From an optimization exercise on the open Yosys and OpenROAD flow, aimed at small area and a short achievable clock period; shortcuts taken in it are not production practice. No functional check of the RTL was part of any run shown here.

[design.v]
`timescale 1ns / 1ps
module fir13_filter(
    input wire clk,
    input wire n_rst,
    input wire signed [7:0] x_in,
    output reg signed [7:0] y_out
);
    reg signed [7:0] xr0, xr1, xr2, xr3, xr4, xr5, xr6, xr7, xr8, xr9, xr10, xr11, xr12;
    always @(posedge clk or negedge n_rst) begin
        if (!n_rst) begin
            xr0 <= 0; xr1 <= 0; xr2 <= 0; xr3 <= 0; xr4 <= 0; xr5 <= 0; xr6 <= 0;
            xr7 <= 0; xr8 <= 0; xr9 <= 0; xr10 <= 0; xr11 <= 0; xr12 <= 0;
        end else begin
            xr0 <= x_in; xr1 <= xr0; xr2 <= xr1; xr3 <= xr2; xr4 <= xr3; xr5 <= xr4; xr6 <= xr5;
            xr7 <= xr6; xr8 <= xr7; xr9 <= xr8; xr10 <= xr9; xr11 <= xr10; xr12 <= xr11;
        end
    end
    reg signed [8:0] s0, s1, s3, s4, s5;
    always @(posedge clk or negedge n_rst) begin
        if (!n_rst) begin
            s0 <= 0; s1 <= 0; s3 <= 0; s4 <= 0; s5 <= 0;
        end else begin
            s0 <= xr0 + xr12;
            s1 <= xr1 + xr11;
            s3 <= xr3 + xr9;
            s4 <= xr4 + xr8;
            s5 <= xr5 + xr7;
        end
    end
    wire signed [7:0] x6 = xr7;    
    wire t1 = ~s0[3] ^ ~s0[4] ^ ~s1[3];
    wire t2 = (~s0[3] & ~s0[4]) | (~s0[3] & ~s1[3]) | (~s0[4] & ~s1[3]);
    wire t3 = ~s1[5] ^ ~s1[7];
    wire t4 = ~s1[5] & ~s1[7];
    wire t5 = ~s0[4] ^ ~s0[5] ^ ~s1[4];
    wire t6 = (~s0[4] & ~s0[5]) | (~s0[4] & ~s1[4]) | (~s0[5] & ~s1[4]);
    wire t7 = ~s1[6] ^ s1[8] ^ s3[3];
    wire t8 = (~s1[6] & s1[8]) | (~s1[6] & s3[3]) | (s1[8] & s3[3]);
    wire t9 = ~s0[5] ^ ~s0[6] ^ ~s1[5];
    wire t10 = (~s0[5] & ~s0[6]) | (~s0[5] & ~s1[5]) | (~s0[6] & ~s1[5]);
    wire t11 = ~s0[0] ^ ~s0[1] ^ ~s1[0];
    wire t12 = (~s0[0] & ~s0[1]) | (~s0[0] & ~s1[0]) | (~s0[1] & ~s1[0]);
    wire t13 = ~s1[2] ^ ~s1[4];
    wire t14 = ~s1[2] & ~s1[4];
    wire t15 = ~s0[1] ^ ~s0[2] ^ ~s1[1];
    wire t16 = (~s0[1] & ~s0[2]) | (~s0[1] & ~s1[1]) | (~s0[2] & ~s1[1]);
    wire t17 = ~s1[3] ^ ~s1[5] ^ s3[0];
    wire t18 = (~s1[3] & ~s1[5]) | (~s1[3] & s3[0]) | (~s1[5] & s3[0]);
    wire t19 = s3[3] ^ s3[5] ^ s4[1];
    wire t20 = (s3[3] & s3[5]) | (s3[3] & s4[1]) | (s3[5] & s4[1]);
    wire t21 = ~s0[2] ^ ~s0[3] ^ ~s1[2];
    wire t22 = (~s0[2] & ~s0[3]) | (~s0[2] & ~s1[2]) | (~s0[3] & ~s1[2]);
    wire t23 = ~s1[4] ^ ~s1[6] ^ s3[1];
    wire t24 = (~s1[4] & ~s1[6]) | (~s1[4] & s3[1]) | (~s1[6] & s3[1]);
    wire t25 = s3[4] ^ s3[6] ^ s4[0];
    wire t26 = (s3[4] & s3[6]) | (s3[4] & s4[0]) | (s3[6] & s4[0]);
    wire t27 = s4[2] ^ ~s5[2];
    wire t28 = s4[2] & ~s5[2];
    wire t29 = s3[2] ^ s3[5] ^ s3[7];
    wire t30 = (s3[2] & s3[5]) | (s3[2] & s3[7]) | (s3[5] & s3[7]);
    wire t31 = s4[1] ^ s4[3] ^ s5[0];
    wire t32 = (s4[1] & s4[3]) | (s4[1] & s5[0]) | (s4[3] & s5[0]);
    wire t33 = ~s5[3] ^ s5[6] ^ x6[0];
    wire t34 = (~s5[3] & s5[6]) | (~s5[3] & x6[0]) | (s5[6] & x6[0]);
    wire t35 = x6[7] ^ 1'b1 ^ t3;
    wire t36 = (x6[7] & 1'b1) | (x6[7] & t3) | (1'b1 & t3);
    wire t37 = s3[6] ^ ~s3[8] ^ s4[2];
    wire t38 = (s3[6] & ~s3[8]) | (s3[6] & s4[2]) | (~s3[8] & s4[2]);
    wire t39 = s4[4] ^ s5[1] ^ ~s5[4];
    wire t40 = (s4[4] & s5[1]) | (s4[4] & ~s5[4]) | (s5[1] & ~s5[4]);
    wire t41 = s5[7] ^ x6[1] ^ 1'b1;
    wire t42 = (s5[7] & x6[1]) | (s5[7] & 1'b1) | (x6[1] & 1'b1);
    wire t43 = t4 ^ t2 ^ t5;
    wire t44 = (t4 & t2) | (t4 & t5) | (t2 & t5);
    wire t45 = ~s1[7] ^ s3[4] ^ s3[7];
    wire t46 = (~s1[7] & s3[4]) | (~s1[7] & s3[7]) | (s3[4] & s3[7]);
    wire t47 = s4[3] ^ s4[5] ^ s5[2];
    wire t48 = (s4[3] & s4[5]) | (s4[3] & s5[2]) | (s4[5] & s5[2]);
    wire t49 = ~s5[5] ^ ~s5[8] ^ x6[2];
    wire t50 = (~s5[5] & ~s5[8]) | (~s5[5] & x6[2]) | (~s5[8] & x6[2]);
    wire t51 = 1'b1 ^ t6 ^ t8;
    wire t52 = (1'b1 & t6) | (1'b1 & t8) | (t6 & t8);
    wire t53 = ~s0[6] ^ ~s0[7] ^ ~s1[6];
    wire t54 = (~s0[6] & ~s0[7]) | (~s0[6] & ~s1[6]) | (~s0[7] & ~s1[6]);
    wire t55 = s1[8] ^ s3[5] ^ ~s3[8];
    wire t56 = (s1[8] & s3[5]) | (s1[8] & ~s3[8]) | (s3[5] & ~s3[8]);
    wire t57 = s4[4] ^ s4[6] ^ s5[3];
    wire t58 = (s4[4] & s4[6]) | (s4[4] & s5[3]) | (s4[6] & s5[3]);
    wire t59 = ~s5[6] ^ x6[3];
    wire t60 = ~s5[6] & x6[3];
    wire t61 = ~s0[7] ^ s0[8] ^ ~s1[7];
    wire t62 = (~s0[7] & s0[8]) | (~s0[7] & ~s1[7]) | (s0[8] & ~s1[7]);
    wire t63 = s3[6] ^ s4[5] ^ s4[7];
    wire t64 = (s3[6] & s4[5]) | (s3[6] & s4[7]) | (s4[5] & s4[7]);
    wire t65 = s5[4] ^ ~s5[7];
    wire t66 = s5[4] & ~s5[7];
    wire t67 = s0[8] ^ s1[8] ^ s3[7];
    wire t68 = (s0[8] & s1[8]) | (s0[8] & s3[7]) | (s1[8] & s3[7]);
    wire t69 = ~s1[0] ^ ~s1[2];
    wire t70 = ~s1[0] & ~s1[2];
    wire t71 = ~s0[0] ^ ~s1[1] ^ ~s1[3];
    wire t72 = (~s0[0] & ~s1[1]) | (~s0[0] & ~s1[3]) | (~s1[1] & ~s1[3]);
    wire t73 = s3[1] ^ s3[3];
    wire t74 = s3[1] & s3[3];
    wire t75 = s3[2] ^ s3[4] ^ s4[0];
    wire t76 = (s3[2] & s3[4]) | (s3[2] & s4[0]) | (s3[4] & s4[0]);
    wire t77 = ~s5[0] ^ s5[3] ^ ~x6[4];
    wire t78 = (~s5[0] & s5[3]) | (~s5[0] & ~x6[4]) | (s5[3] & ~x6[4]);
    wire t79 = 1'b1 ^ t13;
    wire t80 = 1'b1 & t13;
    wire t81 = ~s5[1] ^ s5[4] ^ ~x6[5];
    wire t82 = (~s5[1] & s5[4]) | (~s5[1] & ~x6[5]) | (s5[4] & ~x6[5]);
    wire t83 = 1'b1 ^ t14 ^ t12;
    wire t84 = (1'b1 & t14) | (1'b1 & t12) | (t14 & t12);
    wire t85 = t15 ^ t17 ^ t19;
    wire t86 = (t15 & t17) | (t15 & t19) | (t17 & t19);
    wire t87 = s5[5] ^ ~x6[6] ^ t27;
    wire t88 = (s5[5] & ~x6[6]) | (s5[5] & t27) | (~x6[6] & t27);
    wire t89 = t16 ^ t18 ^ t20;
    wire t90 = (t16 & t18) | (t16 & t20) | (t18 & t20);
    wire t91 = t21 ^ t23 ^ t25;
    wire t92 = (t21 & t23) | (t21 & t25) | (t23 & t25);
    wire t93 = t28 ^ t22 ^ t24;
    wire t94 = (t28 & t22) | (t28 & t24) | (t22 & t24);
    wire t95 = t26 ^ t29 ^ t31;
    wire t96 = (t26 & t29) | (t26 & t31) | (t29 & t31);
    wire t97 = t33 ^ t1 ^ t35;
    wire t98 = (t33 & t1) | (t33 & t35) | (t1 & t35);
    wire t99 = t30 ^ t32 ^ t34;
    wire t100 = (t30 & t32) | (t30 & t34) | (t32 & t34);
    wire t101 = t37 ^ t39 ^ t41;
    wire t102 = (t37 & t39) | (t37 & t41) | (t39 & t41);
    wire t103 = t7 ^ t36 ^ t43;
    wire t104 = (t7 & t36) | (t7 & t43) | (t36 & t43);
    wire t105 = t38 ^ t40 ^ t42;
    wire t106 = (t38 & t40) | (t38 & t42) | (t40 & t42);
    wire t107 = t45 ^ t47 ^ t49;
    wire t108 = (t45 & t47) | (t45 & t49) | (t47 & t49);
    wire t109 = t9 ^ t44 ^ t51;
    wire t110 = (t9 & t44) | (t9 & t51) | (t44 & t51);
    wire t111 = t59 ^ t46 ^ t48;
    wire t112 = (t59 & t46) | (t59 & t48) | (t46 & t48);
    wire t113 = t50 ^ t10 ^ t53;
    wire t114 = (t50 & t10) | (t50 & t53) | (t10 & t53);
    wire t115 = t55 ^ t57 ^ t52;
    wire t116 = (t55 & t57) | (t55 & t52) | (t57 & t52);
    wire t117 = x6[4] ^ 1'b1 ^ t60;
    wire t118 = (x6[4] & 1'b1) | (x6[4] & t60) | (1'b1 & t60);
    wire t119 = t65 ^ t54 ^ t56;
    wire t120 = (t65 & t54) | (t65 & t56) | (t54 & t56);
    wire t121 = t58 ^ t61 ^ t63;
    wire t122 = (t58 & t61) | (t58 & t63) | (t61 & t63);
    wire t123 = s4[6] ^ ~s4[8] ^ s5[5];
    wire t124 = (s4[6] & ~s4[8]) | (s4[6] & s5[5]) | (~s4[8] & s5[5]);
    wire t125 = s5[8] ^ x6[5] ^ t66;
    wire t126 = (s5[8] & x6[5]) | (s5[8] & t66) | (x6[5] & t66);
    wire t127 = t62 ^ t64 ^ t67;
    wire t128 = (t62 & t64) | (t62 & t67) | (t64 & t67);
    wire t129 = ~s3[8] ^ s4[7] ^ s5[6];
    wire t130 = (~s3[8] & s4[7]) | (~s3[8] & s5[6]) | (s4[7] & s5[6]);
    wire t131 = ~s1[1] ^ s3[1];
    wire t132 = ~s1[1] & s3[1];
    wire t133 = s3[0] ^ s3[2] ^ s5[1];
    wire t134 = (s3[0] & s3[2]) | (s3[0] & s5[1]) | (s3[2] & s5[1]);
    wire t135 = ~x6[2] ^ 1'b1;
    wire t136 = ~x6[2] & 1'b1;
    wire t137 = s5[2] ^ ~x6[3] ^ 1'b1;
    wire t138 = (s5[2] & ~x6[3]) | (s5[2] & 1'b1) | (~x6[3] & 1'b1);
    wire t139 = t70 ^ t73 ^ t71;
    wire t140 = (t70 & t73) | (t70 & t71) | (t73 & t71);
    wire t141 = t74 ^ t72 ^ t75;
    wire t142 = (t74 & t72) | (t74 & t75) | (t72 & t75);
    wire t143 = t77 ^ t11 ^ t79;
    wire t144 = (t77 & t11) | (t77 & t79) | (t11 & t79);
    wire t145 = t76 ^ t78 ^ t81;
    wire t146 = (t76 & t78) | (t76 & t81) | (t78 & t81);
    wire t147 = t80 ^ t83 ^ t85;
    wire t148 = (t80 & t83) | (t80 & t85) | (t83 & t85);
    wire t149 = t82 ^ t84 ^ t87;
    wire t150 = (t82 & t84) | (t82 & t87) | (t84 & t87);
    wire t151 = t86 ^ t89 ^ t91;
    wire t152 = (t86 & t89) | (t86 & t91) | (t89 & t91);
    wire t153 = t88 ^ t90 ^ t92;
    wire t154 = (t88 & t90) | (t88 & t92) | (t90 & t92);
    wire t155 = t93 ^ t95 ^ t97;
    wire t156 = (t93 & t95) | (t93 & t97) | (t95 & t97);
    wire t157 = t94 ^ t96 ^ t99;
    wire t158 = (t94 & t96) | (t94 & t99) | (t96 & t99);
    wire t159 = t101 ^ t98 ^ t103;
    wire t160 = (t101 & t98) | (t101 & t103) | (t98 & t103);
    wire t161 = t100 ^ t102 ^ t105;
    wire t162 = (t100 & t102) | (t100 & t105) | (t102 & t105);
    wire t163 = t107 ^ t104 ^ t109;
    wire t164 = (t107 & t104) | (t107 & t109) | (t104 & t109);
    wire t165 = t106 ^ t108 ^ t111;
    wire t166 = (t106 & t108) | (t106 & t111) | (t108 & t111);
    wire t167 = t113 ^ t110 ^ t115;
    wire t168 = (t113 & t110) | (t113 & t115) | (t110 & t115);
    wire t169 = t117 ^ t112 ^ t114;
    wire t170 = (t117 & t112) | (t117 & t114) | (t112 & t114);
    wire t171 = t119 ^ t121 ^ t116;
    wire t172 = (t119 & t121) | (t119 & t116) | (t121 & t116);
    wire t173 = t123 ^ t118 ^ t125;
    wire t174 = (t123 & t118) | (t123 & t125) | (t118 & t125);
    wire t175 = t120 ^ t122 ^ t127;
    wire t176 = (t120 & t122) | (t120 & t127) | (t122 & t127);
    wire t177 = x6[6] ^ t124 ^ t68;
    wire t178 = (x6[6] & t124) | (x6[6] & t68) | (t124 & t68);
    wire t179 = t129 ^ t126 ^ t128;
    wire t180 = (t129 & t126) | (t129 & t128) | (t126 & t128);
    wire t181 = ~s4[8] ^ s5[7] ^ ~x6[7];
    wire t182 = (~s4[8] & s5[7]) | (~s4[8] & ~x6[7]) | (s5[7] & ~x6[7]);
    wire t183 = s5[0] ^ ~x6[1];
    wire t184 = s5[0] & ~x6[1];
    wire t185 = t132 ^ t135 ^ t69;
    wire t186 = (t132 & t135) | (t132 & t69) | (t135 & t69);
    wire t187 = t136 ^ t134 ^ t137;
    wire t188 = (t136 & t134) | (t136 & t137) | (t134 & t137);
    wire t189 = t138 ^ t140 ^ t141;
    wire t190 = (t138 & t140) | (t138 & t141) | (t140 & t141);
    wire t191 = t142 ^ t145 ^ t144;
    wire t192 = (t142 & t145) | (t142 & t144) | (t145 & t144);
    wire t193 = t146 ^ t149 ^ t148;
    wire t194 = (t146 & t149) | (t146 & t148) | (t149 & t148);
    wire t195 = t150 ^ t152 ^ t153;
    wire t196 = (t150 & t152) | (t150 & t153) | (t152 & t153);
    wire t197 = t154 ^ t157 ^ t156;
    wire t198 = (t154 & t157) | (t154 & t156) | (t157 & t156);
    wire t199 = t158 ^ t161 ^ t163;
    wire t200 = (t158 & t161) | (t158 & t163) | (t161 & t163);
    wire t201 = t162 ^ t165 ^ t167;
    wire t202 = (t162 & t165) | (t162 & t167) | (t165 & t167);
    wire t203 = t166 ^ t169 ^ t171;
    wire t204 = (t166 & t169) | (t166 & t171) | (t169 & t171);
    wire t205 = t173 ^ t170 ^ t175;
    wire t206 = (t173 & t170) | (t173 & t175) | (t170 & t175);
    wire t207 = t177 ^ t174 ^ t176;
    wire t208 = (t177 & t174) | (t177 & t176) | (t174 & t176);
    wire t209 = t130 ^ t181 ^ t178;
    wire t210 = (t130 & t181) | (t130 & t178) | (t181 & t178);
    wire t211 = ~s5[8] ^ 1'b1;
    wire t212 = ~s5[8] & 1'b1;
    wire t213 = ~s1[0] ^ s3[0];
    wire t214 = ~s1[0] & s3[0];
    wire t215 = 1'b1 ^ t183 ^ t131;
    wire t216 = (1'b1 & t183) | (1'b1 & t131) | (t183 & t131);
    wire t217 = t184 ^ t133 ^ t185;
    wire t218 = (t184 & t133) | (t184 & t185) | (t133 & t185);
    wire t219 = t186 ^ t187 ^ t139;
    wire t220 = (t186 & t187) | (t186 & t139) | (t187 & t139);
    wire t221 = t188 ^ t143 ^ t189;
    wire t222 = (t188 & t143) | (t188 & t189) | (t143 & t189);
    wire t223 = t190 ^ t147 ^ t191;
    wire t224 = (t190 & t147) | (t190 & t191) | (t147 & t191);
    wire t225 = t192 ^ t151 ^ t193;
    wire t226 = (t192 & t151) | (t192 & t193) | (t151 & t193);
    wire t227 = t194 ^ t155 ^ t195;
    wire t228 = (t194 & t155) | (t194 & t195) | (t155 & t195);
    wire t229 = t196 ^ t159 ^ t197;
    wire t230 = (t196 & t159) | (t196 & t197) | (t159 & t197);
    wire t231 = t160 ^ t198;
    wire t232 = t160 & t198;
    wire t233 = t164 ^ t200;
    wire t234 = t164 & t200;
    wire t235 = t168 ^ t202;
    wire t236 = t168 & t202;
    wire t237 = t172 ^ t205;
    wire t238 = t172 & t205;
    wire t239 = t179 ^ t207;
    wire t240 = t179 & t207;
    wire t241 = t209 ^ t180;
    wire t242 = t209 & t180;
    wire t243 = t211 ^ t182;
    wire t244 = t211 & t182;
    wire [8:0] lo_a = {t228, t226, t224, t222, t220, t218, t216, t214, t213};
    wire [8:0] lo_b = {t229, t227, t225, t223, t221, t219, t217, t215, ~x6[0]};
    wire [9:0] lo_sum = {1'b0, lo_a} + {1'b0, lo_b};
    wire lo_c = lo_sum[9];
    wire [8:0] hi_0 = {1'b1, t244, t242, t240, t238, t236, t234, t232, t230};
    wire [8:0] hi_1 = {1'b0, t212, t243, t241, t239, t237, t235, t233, t231};
    wire [8:0] hi_2 = {1'b0, 1'b0, t210, t208, t206, t204, t203, t201, t199};
    reg [8:0] z0;
    reg [8:0] z1;
    reg [8:0] z2;
    reg zc;
    always @(posedge clk or negedge n_rst) begin
        if (!n_rst) begin
            z0 <= 0;
            z1 <= 0;
            z2 <= 0;
            zc <= 0;
        end else begin
            z0 <= hi_0;
            z1 <= hi_1;
            z2 <= hi_2;
            zc <= lo_c;
        end
    end
    wire [8:0] acc_hi = z0 + z1 + z2 + {8'd0, zc};
    wire sgn = acc_hi[8];
    wire ovf = acc_hi[8] ^ acc_hi[7];
    wire [7:0] clip = ovf ? {sgn, {7{~sgn}}} : acc_hi[7:0];
    always @(posedge clk or negedge n_rst) begin
        if (!n_rst)
            y_out <= 8'd0;
        else
            y_out <= clip;
    end
endmodule
[run.sh]
#!/bin/bash
# synth_recipe.tcl (not shown) runs the flow's synth.tcl, then flattens the netlist and writes it again
# the make line also repeats each setting of config.mk as NAME=value (left out here)
make -C /OpenROAD-flow-scripts/flow DESIGN_CONFIG=/design/flow/config.mk WORK_HOME=/design/flow/orfs CLKGATE_MAP_FILE= SYNTH_SCRIPT=/design/flow/synth_recipe.tcl finish
[config.mk]
export PLATFORM = sky130hd
export DESIGN_NAME = fir13_filter
export DESIGN_NICKNAME = fir13_filter
export VERILOG_FILES = /design/flow/design.v
export SDC_FILE = /design/flow/constraint.sdc
export NUM_CORES = 4
export LEC_CHECK = 0
export ABC_CLOCK_PERIOD_IN_PS = 2500
export CAP_MARGIN = 20
export CORE_MARGIN = 2
export CORE_UTILIZATION = 40
export SETUP_SLACK_MARGIN = 5.0
export SLEW_MARGIN = 20
[constraint.sdc]
create_clock -name core_clock -period 7.5 [get_ports {clk}]
set_input_delay 1.5000 -clock core_clock [delete_from_list [all_inputs] [get_ports {clk}]]
set_output_delay 1.5000 -clock core_clock [all_outputs]
set_load 0.01 [all_outputs]
==> impl_metrics.json, run 1 <==
{
  "post-route-period-util_pct": 48.8,
  "die_x_um": 158,
  "ant_nets": 0,
  "drt_wl_total_mm": 16.3,
  "netlist_instances": 719,
  "worstMarginPinSlew_ns": 0.504,
  "finClkSkew_ns": 0.0218,
  "hold_viol_final": 0,
  "vias": 4877,
  "tns_ns": 0,
  "coreArea_um2": 23400,
  "antenna_found_initial": 0,
  "globalplace.congestion": 0.892,
  "grt.total_usage_pct": 14.9,
  "min_path_type": "reg2reg",
  "synth_cell_types": 32,
  "cp-start-kind": "flop",
  "synth_fp_nets": 918,
  "io_buffers": 17,
  "htree_levels": 4,
  "avgSynthCellArea_um2": 13.2,
  "layout_commonest_cell": "dfrtp_1",
  "yosysWarnings": 1,
  "drc_errors": 0,
  "hpwl_mm": 12.9,
  "nets": 968,
  "setup_viol": 0,
  "cts.sinks": 182,
  "synth.ff_latch_count": 182,
  "wire_per_inst_um": 14.8,
  "cp_max_fo": 2,
  "syn_to_final_growth_pct": 14.7,
  "die_h_um": 158,
  "clk_pin_slew_worst_paths_ns": 0.07,
  "fin_area_um2": 10900,
  "grt_pass1_wl_mm": 27.7,
  "grt_pass1_vias": 5426,
  "drt_iter0_markers": 139,
  "placed_area_um2": 10100,
  "final_cell_mix": "dfrtp_1 (176), inv_1 (161), fa_1 (93)",
  "slew_headroom_pct": 66.4,
  "initial_core_util_pct": 40.6,
  "worstSetupPathType": "reg2reg",
  "firstDrtPassIters": 5,
  "slowest_stage": "fa_1",
  "drv_cap": 0,
  "cp-end-kind": "flop",
  "fmax_mhz": 273,
  "critPathArrivalTime_ns": 3.97,
  "max_stage_delay_ns": 0.54,
  "synth_area_um2": 9510,
  "path_cells": "fa_1, inv_1, fa_1, inv_1, fa_1, inv_1, fa_1, inv_1, fa_1, inv_2, ha_4, a21oi_2, o21ai_1",
  "clk_latency_ns": 0.44,
  "routed_via_density": 4.43,
  "grt.overflow.total": 0,
  "dieArea_um2": 25000,
  "min_period_ns": 3.66,
  "crit_path_frequent_cell": "fa_1",
  "tritoncts": "built",
  "grt_start_max_net_pins": 126,
  "io_pins": 18,
  "rsz0062_at_grt": "yes",
  "cts-root-buf": "clkbuf_16",
  "seq_area_frac_synth_pct": 47.9,
  "status": "finished clean",
  "rows": 56,
  "num_antenna_cells": 0,
  "critPathRequiredTime_ns": 7.81,
  "cts_buffers": 17,
  "finalMaxSlewViolations": 0,
  "clockBufferDepth": 2,
  "layout-drive-gt1-share_pct": 14.3
}
## layer usage
metal  vias to the layer above  GRT usage [%]  part of all wire (%)
li1                       2298              -                     -
met1                      2515           19.5                    46
met2                        50           25.5                    50
met5                         -              0                     0
met3                        14           2.66                   2.1
met4                         0           4.46                   1.6
## per-stage QoR
step           cells  hold slack [ns]  utilization (%)  worst slack [ns]
2_1_floorplan    719            0.331                -              3.93
3_3_place_gp    1056            0.332             43.3              3.82
3_5_place_dp    1056            0.335             43.3              3.74
4_1_cts         1097            0.350             46.4              3.85
5_1_grt         1100            0.357             46.6              3.72
6_report        1100            0.349             46.6              3.84
## final cells by class
type / instances / area, um^2
Clock buffer: 18 / 439
Clock inverter: 13 / 165
Fill cell: 2099 / 12500
Inverter: 173 / 649
Multi-Input combinational cell: 364 / 4420
Sequential cell: 182 / 4560
Tap cell: 319 / 399
Timing Repair Buffer: 31 / 267
## worst paths after layout
kind                       depth (start not counted)             start  slack (ns)                  to
hold reg to reg                                    0  xr6[4]$_DFF_PN0_        0.35    xr7[4]$_DFF_PN0_
setup / recovery                                  13   s0[4]$_DFF_PN0_        3.84        zc$_DFF_PN0_
setup reg to reg                                  13   s0[4]$_DFF_PN0_        3.84        zc$_DFF_PN0_
hold / removal                                     0  xr6[4]$_DFF_PN0_        0.35    xr7[4]$_DFF_PN0_
min in group asynchronous                          1             n_rst        0.97  y_out[0]$_DFF_PN0_
max in group asynchronous                          3             n_rst        5.30     s4[4]$_DFF_PN0_
## critical path: cells and delay by family (launching register included)
kind | cells | cell delay, ns
compound gates | 2 | 0.18
flops | 1 | 0.45
fa+ha+maj | 6 | 2.66
buf+inv | 5 | 0.25
## cells by family (layout without fill, tap and decap cells)
logic type	after synthesis	after routing	synth area share, %
DFF	182	182	47.9
AOI/OAI and AO/OA	71	71	4.84
adders and majority gates	196	196	34.2
other	1	1	0.0394
buffers and inverters	173	235	6.83
xor gates and xnor gates	33	33	3.32
and+or+nand+nor	63	63	2.87
## repair_timing
item,4_1_cts,5_1_grt
endpoints found under the setup margin,91,25
pin swaps,18,2
hold endpoints to repair,0,0
cloned,0,0
hold buffers,0,0
gates resized for setup,55,5
setup buffers,10,2
## state kept, by name, indices dropped and copies added, names as in the netlist, 9 cells and up
name	count
s3	9
z0	9
s1	9
s4	9
s0	9
s5	9
## cells in the mapped netlist
cell        n  area (um^2)
a21oi_1    12         60.1
fa_1      108         2160
a31o_2      1         8.76
nand2_1    19         71.3
nor2b_1     5         31.3
o21a_1      1         7.51
xnor2_4     1         27.5
nand2b_1    6         37.5
inv_1     173          649
nand3_1     1         5.00
a21oi_4     1         16.3
a21oi_2     2         17.5
a31oi_1     4         25.0
dfrtp_1   182         4550
maj3_2      7         78.8
a221oi_1    1         8.76
a41o_1      1         10.0
ha_1       81         1010
a21boi_0    4         30.0
conb_1      1         3.75
nor2_2      1         6.26
a211oi_1    2         15.0
xnor2_2     1         16.3
o21ai_0    26          130
nor3_1      4         20.0
xnor2_1    26          228
a41oi_1     1         8.76
a21o_1      9         67.6
nor2_1     27          101
o41ai_1     5         43.8
o221a_2     1         11.3
xor2_1      5         43.8
==> run 2, diff against run 1 <==
--- a/design.v
+++ b/design.v
@@ -258,45 +258,41 @@
     wire t228 = (t194 & t155) | (t194 & t195) | (t155 & t195);
     wire t229 = t196 ^ t159 ^ t197;
     wire t230 = (t196 & t159) | (t196 & t197) | (t159 & t197);
-    wire t231 = t160 ^ t198;
-    wire t232 = t160 & t198;
-    wire t233 = t164 ^ t200;
-    wire t234 = t164 & t200;
-    wire t235 = t168 ^ t202;
-    wire t236 = t168 & t202;
-    wire t237 = t172 ^ t205;
-    wire t238 = t172 & t205;
-    wire t239 = t179 ^ t207;
-    wire t240 = t179 & t207;
-    wire t241 = t209 ^ t180;
-    wire t242 = t209 & t180;
-    wire t243 = t211 ^ t182;
-    wire t244 = t211 & t182;
+    wire t231 = t160 ^ t198 ^ t199;
+    wire t232 = (t160 & t198) | (t160 & t199) | (t198 & t199);
+    wire t233 = t164 ^ t200 ^ t201;
+    wire t234 = (t164 & t200) | (t164 & t201) | (t200 & t201);
+    wire t235 = t168 ^ t202 ^ t203;
+    wire t236 = (t168 & t202) | (t168 & t203) | (t202 & t203);
+    wire t237 = t172 ^ t205 ^ t204;
+    wire t238 = (t172 & t205) | (t172 & t204) | (t205 & t204);
+    wire t239 = t179 ^ t207 ^ t206;
+    wire t240 = (t179 & t207) | (t179 & t206) | (t207 & t206);
+    wire t241 = t209 ^ t180 ^ t208;
+    wire t242 = (t209 & t180) | (t209 & t208) | (t180 & t208);
+    wire t243 = t211 ^ t182 ^ t210;
+    wire t244 = (t211 & t182) | (t211 & t210) | (t182 & t210);
     wire [8:0] lo_a = {t228, t226, t224, t222, t220, t218, t216, t214, t213};
     wire [8:0] lo_b = {t229, t227, t225, t223, t221, t219, t217, t215, ~x6[0]};
     wire [9:0] lo_sum = {1'b0, lo_a} + {1'b0, lo_b};
     wire lo_c = lo_sum[9];
     wire [8:0] hi_0 = {1'b1, t244, t242, t240, t238, t236, t234, t232, t230};
     wire [8:0] hi_1 = {1'b0, t212, t243, t241, t239, t237, t235, t233, t231};
-    wire [8:0] hi_2 = {1'b0, 1'b0, t210, t208, t206, t204, t203, t201, t199};
     reg [8:0] z0;
     reg [8:0] z1;
-    reg [8:0] z2;
     reg zc;
     always @(posedge clk or negedge n_rst) begin
         if (!n_rst) begin
             z0 <= 0;
             z1 <= 0;
-            z2 <= 0;
             zc <= 0;
         end else begin
             z0 <= hi_0;
             z1 <= hi_1;
-            z2 <= hi_2;
             zc <= lo_c;
         end
     end
-    wire [8:0] acc_hi = z0 + z1 + z2 + {8'd0, zc};
+    wire [8:0] acc_hi = z0 + z1 + {8'd0, zc};
     wire sgn = acc_hi[8];
     wire ovf = acc_hi[8] ^ acc_hi[7];
     wire [7:0] clip = ovf ? {sgn, {7{~sgn}}} : acc_hi[7:0];
==> impl_metrics.json, run 2 <==
{
  "hold_viol_final": 0,
  "min_path_cells": 0,
  "cp-end-kind": "flop",
  "min_path_type": "reg2reg",
  "avgSynthCellArea_um2": 12.8,
  "grt.total_usage_pct": 15.1,
  "drv_cap": 0,
  "io_pins": 18,
  "yosysWarnings": 1,
  "critPathTopFamily": "adder cells",
  "hp-start": "xr10[2]$_DFF_PN0_",
  "critPathArrivalTime_ns": 3.92,
  "nets": 971,
  "synth.top_cell.area_share_pct": 47.2,
  "grt_pass1_wl_mm": 27.3,
  "globalplace.congestion": 0.850,
  "max_stage_delay_ns": 0.56,
  "fmax_mhz": 277,
  "async_flop_share_pct": 100,
  "rsz0062_at_grt": "yes",
  "seq_area_frac_synth_pct": 47.2,
  "final_cell_mix": "dfrtp_1 (173), inv_1 (161), fa_1 (84)",
  "wl_met1_mm": 7.95,
  "finalMaxSlewViolations": 0,
  "worstMarginPinSlew_ns": 0.651,
  "yosysTopAreaCell": "dfrtp_1",
  "wire_per_inst_um": 15.3,
  "die_x_um": 156,
  "status": "finished clean",
  "clk_pin_slew_worst_paths_ns": 0.07,
  "clockBufferDepth": 2,
  "cts-root-buf": "clkbuf_16",
  "drt_wl_total_mm": 16.5,
  "vias": 4870,
  "crit_cells": 11,
  "fillers": 2017,
  "synth_cell_types": 35,
  "synth-edff-count": 0,
  "grt_start_max_net_pins": 69,
  "layout_commonest_cell": "dfrtp_1",
  "tritoncts": "built",
  "ant_nets": 0,
  "clk_latency_ns": 0.43,
  "tns_ns": 0,
  "post-route-period-util_pct": 48.1,
  "synth.ff_latch_count": 175,
  "min_period_ns": 3.61,
  "synth_area_um2": 9280,
  "grt_pass1_vias": 5338,
  "cp-start-kind": "flop",
  "synth_common_cells": "inv_1 (186), dfrtp_1 (175), fa_1 (109)",
  "rr_startpoint": "s0[5]$_DFF_PN0_",
  "dr_wl_met3_um": 275,
  "critPathRequiredTime_ns": 7.81,
  "netlist_instances": 725,
  "synth_fp_nets": 916,
  "path_cells": "fa_1, inv_2, fa_2, inv_2, fa_2, fa_1, fa_2, inv_1, ha_4, a21oi_1, o21ai_1",
  "slowest_stage": "fa_1",
  "initial_core_util_pct": 40.9,
  "grt.overflow.total": 0,
  "syn_to_final_growth_pct": 15.2,
  "hpwl_mm": 13.0,
  "finalCoreUtilization_pct": 47.1,
  "finClkSkew_ns": 0.0117,
  "dieArea_um2": 24400,
  "routed_via_density": 4.52,
  "cts.sinks": 175,
  "drc_errors": 0,
  "crit_path_frequent_cell": "fa_2",
  "startpoint": "s0[5]$_DFF_PN0_",
  "die_h_um": 156,
  "firstDrtPassIters": 4,
  "layout-drive-gt1-share_pct": 16.0,
  "slew_headroom_pct": 56.6,
  "drt_iter0_markers": 193,
  "coreArea_um2": 22700,
  "worst-r2r-cell-count": 11,
  "wl_met2_mm": 7.97,
  "io_buffers": 17,
  "htree_levels": 4,
  "area.sequential_um2": 4380,
  "yosysMostFrequentCell": "inv_1",
  "worst-path-buf-inv": 3,
  "cp_max_fo": 2,
  "rows": 55,
  "setup_viol": 0,
  "yosys-top-cells-area": "dfrtp_1 (47%), fa_1 (24%), ha_1 (9.7%)",
  "synthFlopType": "dfrtp_1",
  "cts_buffers": 17,
  "highest_layer": "met4",
  "worstSetupPathType": "reg2reg",
  "num_antenna_cells": 0,
  "multi_input_area_um2": 4340,
  "antenna_found_initial": 0
}
==> run 2: cell count changes after synthesis, moves of 2 or more <==
cell,before,now
maj3_2,7,0
nand2_1,19,22
a21oi_1,12,22
inv_1,173,186
maj3_1,0,2
nor2b_1,5,7
a21oi_2,2,0
nor3_1,4,6
dfrtp_1,182,175
a21o_1,9,7
ha_1,81,72
nor2_1,27,24
==> run 2: layer usage <==
metal	vias to the layer above	global-route usage [%]
li1	2318	-
met1	2493	20.2
met2	38	24.8
met3	21	2.69
met4	0	5.33
met5	-	0
==> run 2: through the flow <==
step | area [um^2] | std cells | setup WS [ns] | hold slack (ns)
floorplan | 9320 | 725 | 3.93 | 0.331
global route | 10700 | 1077 | 3.73 | 0.347
CTS | 10600 | 1071 | 3.88 | 0.350
detailed placement | 9860 | 1029 | 3.78 | 0.335
global placement | 9860 | 1029 | 3.84 | 0.332
finish | 10700 | 1077 | 3.89 | 0.349
==> run 2: layout make-up <==
cell class | count | area share [%]
multi-input cells | 364 | 40.6
well taps | 285 | 3.34
clock buffers | 18 | 4.11
inverters | 186 | 6.53
clock inverters | 13 | 1.64
repair buffers | 36 | 2.77
flip-flops and latches | 175 | 41.0
==> run 2: repair_timing <==
| action | in CTS | in global routing |
|---|---|---|
| gates resized for setup | 60 | 21 |
| setup endpoints to repair | 30 | 22 |
| setup buffers | 11 | 6 |
| gates cloned | 0 | 0 |
| hold buffers | 0 | 0 |
| pin swaps | 24 | 15 |
==> run 2: kinds of logic (layout without fill, tap and decap cells) <==
logic type      after synthesis  count (layout)  share of synthesized area (%)
compound gates               77              77                           5.25
flops                       175             175                           47.2
other cells                   1               1                         0.0404
mux                           1               1                          0.108
simple gates                 71              71                           3.51
xor+xnor                     31              31                           2.93
buf+inv                     186             253                           7.53
fa+ha+maj                   183             183                           33.4
==> run 2: worst reg2reg max path, stage by stage, from the launching register on <==
cell and delay, ns:
dfrtp_1 0.40, fa_1 0.56, inv_2 0.04, fa_2 0.52
inv_2 0.04, fa_2 0.52, fa_1 0.42, fa_2 0.53
inv_1 0.06, ha_4 0.21, a21oi_1 0.13, o21ai_1 0.07
==> run 2: final timing paths <==
check / slack [ns] / endpoint
min in group asynchronous: 1.08 / z1[0]$_DFF_PN0_
worst max register to register: 3.89 / zc$_DFF_PN0_
worst max-delay path: 3.89 / zc$_DFF_PN0_
worst min register to register: 0.35 / xr11[2]$_DFF_PN0_
max in group asynchronous: 5.27 / s3[6]$_DFF_PN0_
worst min-delay path: 0.35 / xr11[2]$_DFF_PN0_

[separate check: timing with driven ports]
How much do the figures lean on ideal ports? The routed layouts below were timed once more, with nothing changed but the port constraints.
Step 1: set_driving_cell puts a clkbuf_16 on clk and a buf_2 on each other input, an assumption about the parent block.
Step 2 adds t to the input delays and takes it off the output delays; t is the mean of the earliest and latest rising clock arrival at the registers after step 1. Input paths then give back, and output paths get back, about the clock's delay inside the block.
Slacks: no drivers / after step 1 / after step 2; pairs: no drivers / after step 1.
| run | t (ns) | setup WS [ns] | worst setup path after step 2 | slew at the worst register clock pin (ns) |
|---|---|---|---|---|
| run 1 | 0.475 | 3.841 / 3.841 / 3.841 | register to register | 0.08 / 0.08 |
| run 2 | 0.469 | 3.891 / 3.891 / 3.891 | register to register | 0.07 / 0.07 |
After both steps setup and hold are still met in every run listed.
